What follows belongs to an exercise in optimizing a design on an open flow for small area and a short achievable clock period; a production flow would make more cautious choices. Where RTL was checked, it was by simulation tests only, not by an equivalence proof against the original. The clock port is modelled as an ideal driver; clocking choices that lean on that would not hold on a real chip. Power figures rest on the tool's default switching activity, not on a simulated workload.

==> 07-15 <==
## ALU
module ALU(
    input [31:0] rs1,
    input [31:0] rs2,
    input clk,
    input [3:0] sel,
    output reg [31:0] out
);
export LEC_CHECK = 0
export CAP_MARGIN = 20
export CORE_MARGIN = 2
export CORE_UTILIZATION = 65
export PLACE_DENSITY = 0.8
export SETUP_SLACK_MARGIN = 1.5
export SLEW_MARGIN = 20
export SYNTH_HIERARCHICAL = 1
create_clock -name core_clock -period 5.0 [get_ports {clk}]
standard.sh (not shown) runs the stock make flow with config.mk's settings and CLKGATE_MAP_FILE= SYNTH_SCRIPT=/design/flow/synth_recipe.tcl, a recipe that flattens the netlist after the stock synthesis.
==> flow/flow/run.sh <==
#!/bin/bash
# Standard layout with two changes: plain buf_1 cells as the port buffers, and
# every synthesized cell swapped for its smallest size before placement (the
# resizer sizes up again where needed).
set -euo pipefail
export BUFFER_PORTS_ARGS="-buffer_cell sky130_fd_sc_hd__buf_1"
export POST_FLOORPLAN_TCL="$PWD/flow/downsize.tcl"
bash standard.sh finish > make_finish.log 2>&1
==> flow/flow/downsize.tcl <==
# Swap every cell for the smallest cell of the same function (the same name
# without its drive-strength suffix); the resizer's repair steps that follow
# size up again where slew, capacitance or timing need it.
set dont_use [split $::env(DONT_USE_CELLS)]
set smallest [dict create]
foreach lc [get_lib_cells sky130_fd_sc_hd__*] {
  set n [get_name $lc]
  if {[lsearch -exact $dont_use $n] >= 0} { continue }
  if {![regexp {^(.+)_([0-9]+)$} $n -> fam drv]} { continue }
  set a [get_property $lc area]
  if {![dict exists $smallest $fam] || $a < [lindex [dict get $smallest $fam] 1]} {
    dict set smallest $fam [list $n $a]
  }
}
set count 0
foreach inst [get_cells *] {
  set lc [get_lib_cells -of_objects $inst]
  set n [get_name $lc]
  if {![regexp {^(.+)_([0-9]+)$} $n -> fam drv]} { continue }
  if {![dict exists $smallest $fam]} { continue }
  lassign [dict get $smallest $fam] best a
  if {$best ne $n && $a < [get_property $lc area]} {
    replace_cell $inst $best
    incr count
  }
}
puts "downsize.tcl: replaced $count cells"
==> inputs of 05-25, as changes to 07-15 <==
Settings changed: CORE_UTILIZATION 65 to 40, PLACE_DENSITY 0.8 to unset.
==> comparison table <==
| metric | 07-15 | 05-25 |
|---|---|---|
| Hold EP | out[25] | out[14] |
| Met3 Wirelength | 2.17 mm | 1.84 mm |
| Flop pwr share | 23.0% | 20.6% |
| Worst setup slack for register-to-register paths | 4.08 ns | 4.09 ns |
| Leakage power figure | 2.26 nW | 2.31 nW |
| Outcome | no timing/DRC/antenna violations | no timing/DRC/antenna violations |
| Launching point of the worst reg2reg path | out[11] | out[12] |
| Count of non-CTS buffers in the layout | 118 | 121 |
| Die boundary height | 104 µm | 131 µm |
| Switch Pwr | 738 µW | 757 µW |
| Part of the total power dissipated in the clock network | 15.1% | 24.2% |
| Global-route wire length before repair | 29.7 mm | 30.7 mm |
| Setup repair after global routing missed its margin | no | yes |
| Clock buffer cells | 6 | 7 |
Function was not checked in any run of this note: the RTL went through the layout flow alone.

* * *

==> run a <==
Another version of the RTL of ALU (not shown whole).
export LEC_CHECK = 0
export CAP_MARGIN = 20
export CORE_MARGIN = 2
export CORE_UTILIZATION = 40
export SETUP_SLACK_MARGIN = 1.5
export SLEW_MARGIN = 20
export SYNTH_HIERARCHICAL = 1
create_clock -name core_clock -period 5.0 [get_ports {clk}]
Scripts as last shown in full above: flow/flow/run.sh, flow/flow/downsize.tcl
==> inputs of run b, as changes to run a <==
Settings changed: SETUP_SLACK_MARGIN 1.5 to 1.6.
==> inputs of run c, as changes to run a <==
Settings changed: CAP_MARGIN 20 to 0, SETUP_SLACK_MARGIN 1.5 to 1.55, SLEW_MARGIN 20 to 0.
==> inputs of run d, as changes to run a <==
Settings changed: CAP_MARGIN 20 to 0, SLEW_MARGIN 20 to 0.
==> notes.md <==
item                                                                       run b                    run c                    run d                    run a
Outcome                                                  complete, no violations  complete, no violations  complete, no violations  complete, no violations
# placed instances                                                         1,011                    1,008                    1,008                    1,008
Slew at the pin closest to its max-slew limit                            1.05 ns                  1.20 ns                  1.17 ns                 0.954 ns
Largest net degree at the start of global routing                             35                       34                       37                       37
Highest clock rate                                                       299 MHz                  297 MHz                  301 MHz                  302 MHz
Highest cell delay on the worst timing path                              0.34 ns                  0.36 ns                  0.26 ns                  0.26 ns
Clk tree area frac                                                         2.88%                    2.91%                    2.45%                    2.45%
Total power consumption of the routed design                             1.69 mW                  1.67 mW                  1.58 mW                  1.58 mW
Arrival time of the worst setup path                                     3.50 ns                  3.53 ns                  3.47 ns                  3.47 ns
Gr usage total                                                             21.9%                    22.2%                    22.4%                    22.4%
Clock tree buffer count of the final layout                                    7                        7                        6                        6
Number of buffers added for setup after CTS                                    0                        2                        1                        1
Post-detailed-placement cell area                                       5650 um2                 5630 um2                 5630 um2                 5630 um2
Setup WS pre-CTS                                                        0.581 ns                 0.599 ns                 0.534 ns                 0.534 ns
Buffers outside the clock class                                              131                      130                      127                      126
Number of resized instances in the post-cts repair step                       22                       19                       24                       24
Timing startpoint of the critical path                                    sel[3]                   sel[3]                   sel[0]                   sel[1]

* * *

==> build 61 <==
Another version of the RTL of ALU (not shown whole).
export LEC_CHECK = 0
export CAP_MARGIN = 20
export CORE_MARGIN = 2
export CORE_UTILIZATION = 40
export GPL_TIMING_DRIVEN = 1
export SETUP_SLACK_MARGIN = 1.5
export SLEW_MARGIN = 20
export SYNTH_HIERARCHICAL = 1
create_clock -name core_clock -period 5.0 [get_ports {clk}]
Scripts as last shown in full above: flow/flow/run.sh, flow/flow/downsize.tcl
==> inputs of build 77, as changes to build 61 <==
CTS_BUF_LIST = sky130_fd_sc_hd__clkbuf_4 sky130_fd_sc_hd__clkbuf_8   (was not set)
GPL_TIMING_DRIVEN = not set   (was 1)
==> inputs of build 3, as changes to build 61 <==
==> flow/flow/run.sh (replaced) <==
#!/bin/bash
# Standard layout with three changes: plain buf_1 cells as the port buffers;
# every synthesized cell swapped for its smallest size before placement (the
# resizer sizes up again where needed); and after clock tree synthesis, cells
# the timing repair sized up are sized down again wherever the worst setup
# slack stays at the repair's target (SETUP_SLACK_MARGIN).
set -euo pipefail
export BUFFER_PORTS_ARGS="-buffer_cell sky130_fd_sc_hd__buf_1"
export POST_FLOORPLAN_TCL="$PWD/flow/downsize.tcl"
export POST_CTS_TCL="$PWD/flow/recover.tcl"
bash standard.sh finish > make_finish.log 2>&1
==> flow/flow/recover.tcl (new file) <==
# Area recovery: swap cells for smaller sizes of the same function wherever
# the worst setup slack stays at or above the target.
set ar_period $::env(FLOW_PERIOD_NS)
proc ar_wns {} {
  estimate_parasitics -placement
  return [expr {[sta::worst_slack_cmd max] * 1e9}]
}
proc ar_run {target {product 0}} {
  set fam [dict create]
  foreach lc [get_lib_cells sky130_fd_sc_hd__*] {
    if {[get_property $lc dont_use]} { continue }
    set n [get_name $lc]
    if {![regexp {^(.+)_([0-9]+)$} $n -> f d]} { continue }
    dict lappend fam $f [list $n [get_property $lc area]]
  }
  set wns [ar_wns]
  if {$wns < $target} { set target $wns }
  set a0 [expr {[rsz::design_area] * 1e12}]
  set tried 0
  set kept 0
  set best [expr {$a0 * ($::ar_period - $wns)}]
  foreach inst [get_cells *] {
    set name [get_full_name $inst]
    if {[string match clkbuf_* $name] || [string match clkload* $name]} { continue }
    set lc [get_lib_cells -of_objects $inst]
    if {$lc eq "" || $lc eq "NULL"} { continue }
    set cur [get_name $lc]
    if {![regexp {^(.+)_([0-9]+)$} $cur -> f d]} { continue }
    if {![dict exists $fam $f]} { continue }
    set area [get_property $lc area]
    set smaller {}
    foreach x [dict get $fam $f] { if {[lindex $x 1] < $area} { lappend smaller $x } }
    set smaller [lsort -real -decreasing -index 1 $smaller]
    foreach x $smaller {
      incr tried
      replace_cell $inst [lindex $x 0]
      set w [ar_wns]
      if {$product} {
        set s [expr {[rsz::design_area] * 1e12 * ($::ar_period - $w)}]
        set ok [expr {$s < $best}]
      } else {
        set ok [expr {$w >= $target}]
      }
      if {$ok} {
        if {$product} { set best $s }
        set cur [lindex $x 0]
        incr kept
      } else {
        replace_cell $inst $cur
        break
      }
    }
  }
  set w [ar_wns]
  puts [format "recover.tcl: %d tried, %d kept; area %.1f -> %.1f, wns %.3f (target %.3f)" \
          $tried $kept $a0 [expr {[rsz::design_area] * 1e12}] $w $target]
}
ar_run $::env(SETUP_SLACK_MARGIN)
GPL_TIMING_DRIVEN = not set   (was 1)
SETUP_SLACK_MARGIN = 1.6   (was 1.5)
==> qor summary <==
Result of the run: build 61 finished clean; build 77 finished clean; build 3 stopped before the end
Last stage reached: build 61 -; build 77 -; build 3 clock tree synthesis (4_1_cts)
Top pwr grp: build 61 combinational cells; build 77 combinational cells; build 3 -
Clock root cell: build 61 clkbuf_16; build 77 clkbuf_8; build 3 -
Final Skew: build 61 0 ns; build 77 0 ns; build 3 -
# hold bufs at CTS: build 61 0; build 77 0; build 3 -
Post-Route M1 WL: build 61 8500 µm; build 77 8720 µm; build 3 -
Busiest grt layer: build 61 met2; build 77 met2; build 3 -
Non-filler instance count after layout: build 61 1,012; build 77 1,012; build 3 -
Total leakage power: build 61 2.25 nW; build 77 2.24 nW; build 3 -
Post-detailed-route count of antenna-violating nets: build 61 0; build 77 0; build 3 -
Grt met2 use: build 61 0.343; build 77 0.341; build 3 -
Core Area: build 61 15,700 µm²; build 77 15,700 µm²; build 3 -
Aggregate negative setup slack: build 61 0 ns; build 77 0 ns; build 3 -
End point of the critical path: build 61 out[22]; build 77 out[6]; build 3 -
Per-cell via count in the routed design: build 61 6.12; build 77 6.08; build 3 -
Worst vdd ir: build 61 0.137 mV; build 77 0.0931 mV; build 3 -
Setup bufs post-CTS: build 61 0; build 77 0; build 3 -

* * *

==> indigo: inputs <==
==> flow/design.v <==
module ALU(
    input [31:0] rs1,
    input [31:0] rs2,
    input clk,
    input [3:0] sel,
    output reg [31:0] out
);
    wire sub   = ~sel[3] & ~sel[2] & (sel[1] | sel[0]);    
    wire op_as = ~sel[3] & ~sel[2] & ~sel[1];              
    wire op_slt  = (sel == 4'd2);
    wire op_sltu = (sel == 4'd3);
    wire op_and = (sel == 4'd4);
    wire op_or  = (sel == 4'd5);
    wire op_xor = (sel == 4'd6);
    wire op_sll = (sel == 4'd7);
    wire op_srx = (sel == 4'd8) | (sel == 4'd9);
    wire op_sra = (sel == 4'd9);
    wire hold   = sel[3] & (sel[2] | sel[1]);               
    wire [31:0] b = rs2 ^ {32{sub}};
    wire [31:0] p = rs1 ^ b;
    wire [31:0] g = rs1 & b;
    wire g0c = g[0] | (p[0] & sub);
    wire G0_1 = g[1] | (p[1] & g0c);
    wire G0_3 = g[3] | (p[3] & g[2]);
    wire P0_3 = p[3] & p[2];
    wire G0_5 = g[5] | (p[5] & g[4]);
    wire P0_5 = p[5] & p[4];
    wire G0_7 = g[7] | (p[7] & g[6]);
    wire P0_7 = p[7] & p[6];
    wire G0_9 = g[9] | (p[9] & g[8]);
    wire P0_9 = p[9] & p[8];
    wire G0_11 = g[11] | (p[11] & g[10]);
    wire P0_11 = p[11] & p[10];
    wire G0_13 = g[13] | (p[13] & g[12]);
    wire P0_13 = p[13] & p[12];
    wire G0_15 = g[15] | (p[15] & g[14]);
    wire P0_15 = p[15] & p[14];
    wire G0_17 = g[17] | (p[17] & g[16]);
    wire P0_17 = p[17] & p[16];
    wire G0_19 = g[19] | (p[19] & g[18]);
    wire P0_19 = p[19] & p[18];
    wire G0_21 = g[21] | (p[21] & g[20]);
    wire P0_21 = p[21] & p[20];
    wire G0_23 = g[23] | (p[23] & g[22]);
    wire P0_23 = p[23] & p[22];
    wire G0_25 = g[25] | (p[25] & g[24]);
    wire P0_25 = p[25] & p[24];
    wire G0_27 = g[27] | (p[27] & g[26]);
    wire P0_27 = p[27] & p[26];
    wire G0_29 = g[29] | (p[29] & g[28]);
    wire P0_29 = p[29] & p[28];
    wire G0_31 = g[31] | (p[31] & g[30]);
    wire P0_31 = p[31] & p[30];
    wire G1_2 = g[2] | (p[2] & G0_1);
    wire G1_3 = G0_3 | (P0_3 & G0_1);
    wire G1_6 = g[6] | (p[6] & G0_5);
    wire P1_6 = p[6] & P0_5;
    wire G1_7 = G0_7 | (P0_7 & G0_5);
    wire P1_7 = P0_7 & P0_5;
    wire G1_10 = g[10] | (p[10] & G0_9);
    wire P1_10 = p[10] & P0_9;
    wire G1_11 = G0_11 | (P0_11 & G0_9);
    wire P1_11 = P0_11 & P0_9;
    wire G1_14 = g[14] | (p[14] & G0_13);
    wire P1_14 = p[14] & P0_13;
    wire G1_15 = G0_15 | (P0_15 & G0_13);
    wire P1_15 = P0_15 & P0_13;
    wire G1_18 = g[18] | (p[18] & G0_17);
    wire P1_18 = p[18] & P0_17;
    wire G1_19 = G0_19 | (P0_19 & G0_17);
    wire P1_19 = P0_19 & P0_17;
    wire G1_22 = g[22] | (p[22] & G0_21);
    wire P1_22 = p[22] & P0_21;
    wire G1_23 = G0_23 | (P0_23 & G0_21);
    wire P1_23 = P0_23 & P0_21;
    wire G1_26 = g[26] | (p[26] & G0_25);
    wire P1_26 = p[26] & P0_25;
    wire G1_27 = G0_27 | (P0_27 & G0_25);
    wire P1_27 = P0_27 & P0_25;
    wire G1_30 = g[30] | (p[30] & G0_29);
    wire P1_30 = p[30] & P0_29;
    wire G1_31 = G0_31 | (P0_31 & G0_29);
    wire P1_31 = P0_31 & P0_29;
    wire G2_4 = g[4] | (p[4] & G1_3);
    wire G2_5 = G0_5 | (P0_5 & G1_3);
    wire G2_6 = G1_6 | (P1_6 & G1_3);
    wire G2_7 = G1_7 | (P1_7 & G1_3);
    wire G2_12 = g[12] | (p[12] & G1_11);
    wire P2_12 = p[12] & P1_11;
    wire G2_13 = G0_13 | (P0_13 & G1_11);
    wire P2_13 = P0_13 & P1_11;
    wire G2_14 = G1_14 | (P1_14 & G1_11);
    wire P2_14 = P1_14 & P1_11;
    wire G2_15 = G1_15 | (P1_15 & G1_11);
    wire P2_15 = P1_15 & P1_11;
    wire G2_20 = g[20] | (p[20] & G1_19);
    wire P2_20 = p[20] & P1_19;
    wire G2_21 = G0_21 | (P0_21 & G1_19);
    wire P2_21 = P0_21 & P1_19;
    wire G2_22 = G1_22 | (P1_22 & G1_19);
    wire P2_22 = P1_22 & P1_19;
    wire G2_23 = G1_23 | (P1_23 & G1_19);
    wire P2_23 = P1_23 & P1_19;
    wire G2_28 = g[28] | (p[28] & G1_27);
    wire P2_28 = p[28] & P1_27;
    wire G2_29 = G0_29 | (P0_29 & G1_27);
    wire P2_29 = P0_29 & P1_27;
    wire G2_30 = G1_30 | (P1_30 & G1_27);
    wire P2_30 = P1_30 & P1_27;
    wire G2_31 = G1_31 | (P1_31 & G1_27);
    wire P2_31 = P1_31 & P1_27;
    wire G3_8 = g[8] | (p[8] & G2_7);
    wire G3_9 = G0_9 | (P0_9 & G2_7);
    wire G3_10 = G1_10 | (P1_10 & G2_7);
    wire G3_11 = G1_11 | (P1_11 & G2_7);
    wire G3_12 = G2_12 | (P2_12 & G2_7);
    wire G3_13 = G2_13 | (P2_13 & G2_7);
    wire G3_14 = G2_14 | (P2_14 & G2_7);
    wire G3_15 = G2_15 | (P2_15 & G2_7);
    wire G3_24 = g[24] | (p[24] & G2_23);
    wire P3_24 = p[24] & P2_23;
    wire G3_25 = G0_25 | (P0_25 & G2_23);
    wire P3_25 = P0_25 & P2_23;
    wire G3_26 = G1_26 | (P1_26 & G2_23);
    wire P3_26 = P1_26 & P2_23;
    wire G3_27 = G1_27 | (P1_27 & G2_23);
    wire P3_27 = P1_27 & P2_23;
    wire G3_28 = G2_28 | (P2_28 & G2_23);
    wire P3_28 = P2_28 & P2_23;
    wire G3_29 = G2_29 | (P2_29 & G2_23);
    wire P3_29 = P2_29 & P2_23;
    wire G3_30 = G2_30 | (P2_30 & G2_23);
    wire P3_30 = P2_30 & P2_23;
    wire G3_31 = G2_31 | (P2_31 & G2_23);
    wire P3_31 = P2_31 & P2_23;
    wire G4_16 = g[16] | (p[16] & G3_15);
    wire G4_17 = G0_17 | (P0_17 & G3_15);
    wire G4_18 = G1_18 | (P1_18 & G3_15);
    wire G4_19 = G1_19 | (P1_19 & G3_15);
    wire G4_20 = G2_20 | (P2_20 & G3_15);
    wire G4_21 = G2_21 | (P2_21 & G3_15);
    wire G4_22 = G2_22 | (P2_22 & G3_15);
    wire G4_23 = G2_23 | (P2_23 & G3_15);
    wire G4_24 = G3_24 | (P3_24 & G3_15);
    wire G4_25 = G3_25 | (P3_25 & G3_15);
    wire G4_26 = G3_26 | (P3_26 & G3_15);
    wire G4_27 = G3_27 | (P3_27 & G3_15);
    wire G4_28 = G3_28 | (P3_28 & G3_15);
    wire G4_29 = G3_29 | (P3_29 & G3_15);
    wire G4_30 = G3_30 | (P3_30 & G3_15);
    wire G4_31 = G3_31 | (P3_31 & G3_15);
    wire [32:0] c;
    assign c[0] = sub;
    assign c[1] = g0c;
    assign c[2] = G0_1;
    assign c[3] = G1_2;
    assign c[4] = G1_3;
    assign c[5] = G2_4;
    assign c[6] = G2_5;
    assign c[7] = G2_6;
    assign c[8] = G2_7;
    assign c[9] = G3_8;
    assign c[10] = G3_9;
    assign c[11] = G3_10;
    assign c[12] = G3_11;
    assign c[13] = G3_12;
    assign c[14] = G3_13;
    assign c[15] = G3_14;
    assign c[16] = G3_15;
    assign c[17] = G4_16;
    assign c[18] = G4_17;
    assign c[19] = G4_18;
    assign c[20] = G4_19;
    assign c[21] = G4_20;
    assign c[22] = G4_21;
    assign c[23] = G4_22;
    assign c[24] = G4_23;
    assign c[25] = G4_24;
    assign c[26] = G4_25;
    assign c[27] = G4_26;
    assign c[28] = G4_27;
    assign c[29] = G4_28;
    assign c[30] = G4_29;
    assign c[31] = G4_30;
    assign c[32] = G4_31;
    wire [31:0] sum = p ^ c[31:0];
    wire cout = c[32];
    wire ltu = ~cout;
    wire lt  = (rs1[31] ^ rs2[31]) ? rs1[31] : sum[31];
    wire [31:0] x;
    genvar k;
    generate for (k = 0; k < 32; k = k + 1) begin : rev
        assign x[k] = op_sll ? rs1[31-k] : rs1[k];
    end endgenerate
    wire fill = op_sra & rs1[31];
    wire [31:0] s1 = rs2[0] ? {fill, x[31:1]} : x;
    wire [31:0] s2 = rs2[1] ? {{2{fill}}, s1[31:2]} : s1;
    wire [31:0] s3 = rs2[2] ? {{4{fill}}, s2[31:4]} : s2;
    wire [31:0] s4 = rs2[3] ? {{8{fill}}, s3[31:8]} : s3;
    wire [31:0] sh = rs2[4] ? {{16{fill}}, s4[31:16]} : s4;
    wire [31:0] shl;
    generate for (k = 0; k < 32; k = k + 1) begin : rev2
        assign shl[k] = sh[31-k];
    end endgenerate
    wire [31:0] nxt = ({32{op_as}} & sum) | ({32{op_and | op_or}} & g) | ({32{op_or | op_xor}} & p)
                    | ({32{op_srx}} & sh) | ({32{op_sll}} & shl)
                    | {31'd0, (op_slt & lt) | (op_sltu & ltu)};
    always @(posedge clk)
        if (!hold) out <= nxt;
endmodule
==> flow/run.sh <==
#!/bin/bash
# synth_recipe.tcl (not shown) runs the flow's synth.tcl, then flattens the netlist and writes it again
# the make line also repeats each setting of config.mk as NAME=value (left out here)
make -C /OpenROAD-flow-scripts/flow DESIGN_CONFIG=/design/flow/config.mk WORK_HOME=/design/flow/orfs CLKGATE_MAP_FILE= SYNTH_SCRIPT=/design/flow/synth_recipe.tcl finish
==> flow/config.mk <==
export PLATFORM = sky130hd
export DESIGN_NAME = ALU
export DESIGN_NICKNAME = ALU
export VERILOG_FILES = /design/flow/design.v
export SDC_FILE = /design/flow/constraint.sdc
export NUM_CORES = 4
export LEC_CHECK = 0
export CAP_MARGIN = 20
export CORE_MARGIN = 2
export CORE_UTILIZATION = 40
export SLEW_MARGIN = 20
==> flow/constraint.sdc <==
create_clock -name core_clock -period 5.0 [get_ports {clk}]
set_input_delay 1.0000 -clock core_clock [delete_from_list [all_inputs] [get_ports {clk}]]
set_output_delay 1.0000 -clock core_clock [all_outputs]
set_load 0.01 [all_outputs]
==> inputs of nickel, as changes to indigo <==
==> flow/flow/run.sh (new file) <==
#!/bin/bash
# Standard layout, with plain buf_1 cells as the port buffers instead of the
# resizer's default choice.
set -euo pipefail
export BUFFER_PORTS_ARGS="-buffer_cell sky130_fd_sc_hd__buf_1"
bash standard.sh finish > make_finish.log 2>&1
==> flow/standard.sh (new file) <==
#!/bin/bash
# synth_recipe.tcl (not shown) runs the flow's synth.tcl, then flattens the netlist and writes it again
# the make line also repeats each setting of config.mk as NAME=value (left out here)
make -C /OpenROAD-flow-scripts/flow DESIGN_CONFIG=/design/flow/config.mk WORK_HOME=/design/flow/orfs CLKGATE_MAP_FILE= SYNTH_SCRIPT=/design/flow/synth_recipe.tcl "${@:-finish}"
--- a/flow/config.mk
+++ b/flow/config.mk
@@ -9,3 +9,4 @@
 export CORE_MARGIN = 2
 export CORE_UTILIZATION = 40
+export SETUP_SLACK_MARGIN = 1.5
 export SLEW_MARGIN = 20
removed: flow/run.sh
==> notes.md <==
Seq. pwr: indigo 364 uW; nickel 363 uW
Internal power: indigo 926.2 uW; nickel 972.4 uW
Share of power burned in the clock network: indigo 0.191; nickel 0.183
Reg power frac: indigo 0.239; nickel 0.220
Via count: indigo 5906; nickel 6087
Status: indigo no timing/DRC/antenna violations; nickel no timing/DRC/antenna violations
Routability Congestion: indigo 0.9587; nickel 0.9016
Maximum clock rate: indigo 0.2100 GHz; nickel 0.2586 GHz
Post CTS Setup Buffer Count: indigo 0; nickel 37
Clock network contribution to total cell area: indigo 0.01896; nickel 0.01823
Worst hold margin: indigo 1.645 ns; nickel 1.377 ns
Switch share: indigo 0.3919; nickel 0.4109
Overall Global Routing Usage: indigo 0.3030; nickel 0.2911
Final design utilization: indigo 0.5086; nickel 0.5489
Final Net Count: indigo 813; nickel 866
Post-CTS sizing: indigo 0; nickel 66
Signed area change from the synthesized netlist to the final layout: indigo 24.66%; nickel 34.56%
Wire length after detailed routing: indigo 22.76 mm; nickel 22.83 mm
Highest net fanout along the worst path: indigo 16; nickel 7
Post-route clock period utilization: indigo 0.9526; nickel 0.7734
No run of this note included a check of the RTL's function; only the layout flow was run.

afterwards: timing with drivers on the ports:
Ports are ideal in the flow. The routed layouts listed here were re-timed in OpenROAD.
Step 1: set_driving_cell puts a clkbuf_16 on clk and a buf_2 on each other input, an assumption about the parent block.
Step 2 also shifts input and output timing later by t, the mid clock arrival at the registers, as if the neighbouring blocks saw the same clock.
Three values: ideal, step 1, step 2; two values: the first two.
| run | t, ns | slack for setup (ns) | latest minus earliest clock arrival (ns) | slew at the worst register clock pin (ns) | worst data-port slew with drivers (ns) |
|---|---|---|---|---|---|
| 07-15 | 0.327 | 1.544 / 1.556 / 1.230 | 0.005 / 0.005 | 0.08 / 0.08 | 0.04 |
| 05-25 | 0.339 | 1.615 / 1.637 / 1.299 | 0.002 / 0.003 | 0.06 / 0.06 | 0.06 |
| run a | 0.329 | 1.687 / 1.711 / 1.383 | 0.009 / 0.009 | 0.06 / 0.06 | 0.06 |
| run b | 0.320 | 1.650 / 1.661 / 1.341 | 0.010 / 0.010 | 0.06 / 0.06 | 0.06 |
| run c | 0.324 | 1.630 / 1.636 / 1.313 | 0.005 / 0.005 | 0.06 / 0.06 | 0.06 |
| run d | 0.327 | 1.683 / 1.703 / 1.376 | 0.008 / 0.008 | 0.06 / 0.06 | 0.06 |
| build 61 | 0.338 | 1.676 / 1.696 / 1.358 | 0.005 / 0.005 | 0.06 / 0.06 | 0.05 |
| build 77 | 0.359 | 1.540 / 1.551 / 1.192 | 0.005 / 0.004 | 0.08 / 0.08 | 0.05 |
| indigo | 0.312 | 0.237 / 0.253 / -0.060 | 0.011 / 0.011 | 0.06 / 0.06 | 0.04 |
| nickel | 0.324 | 1.133 / 1.132 / 0.809 | 0.008 / 0.009 | 0.06 / 0.06 | 0.06 |
Met with ideal ports but missed after step 2: setup timing in indigo. For build 77, which loses most, drivers alone change the setup slack by +0.011 ns; drivers and shift together by -0.348 ns.
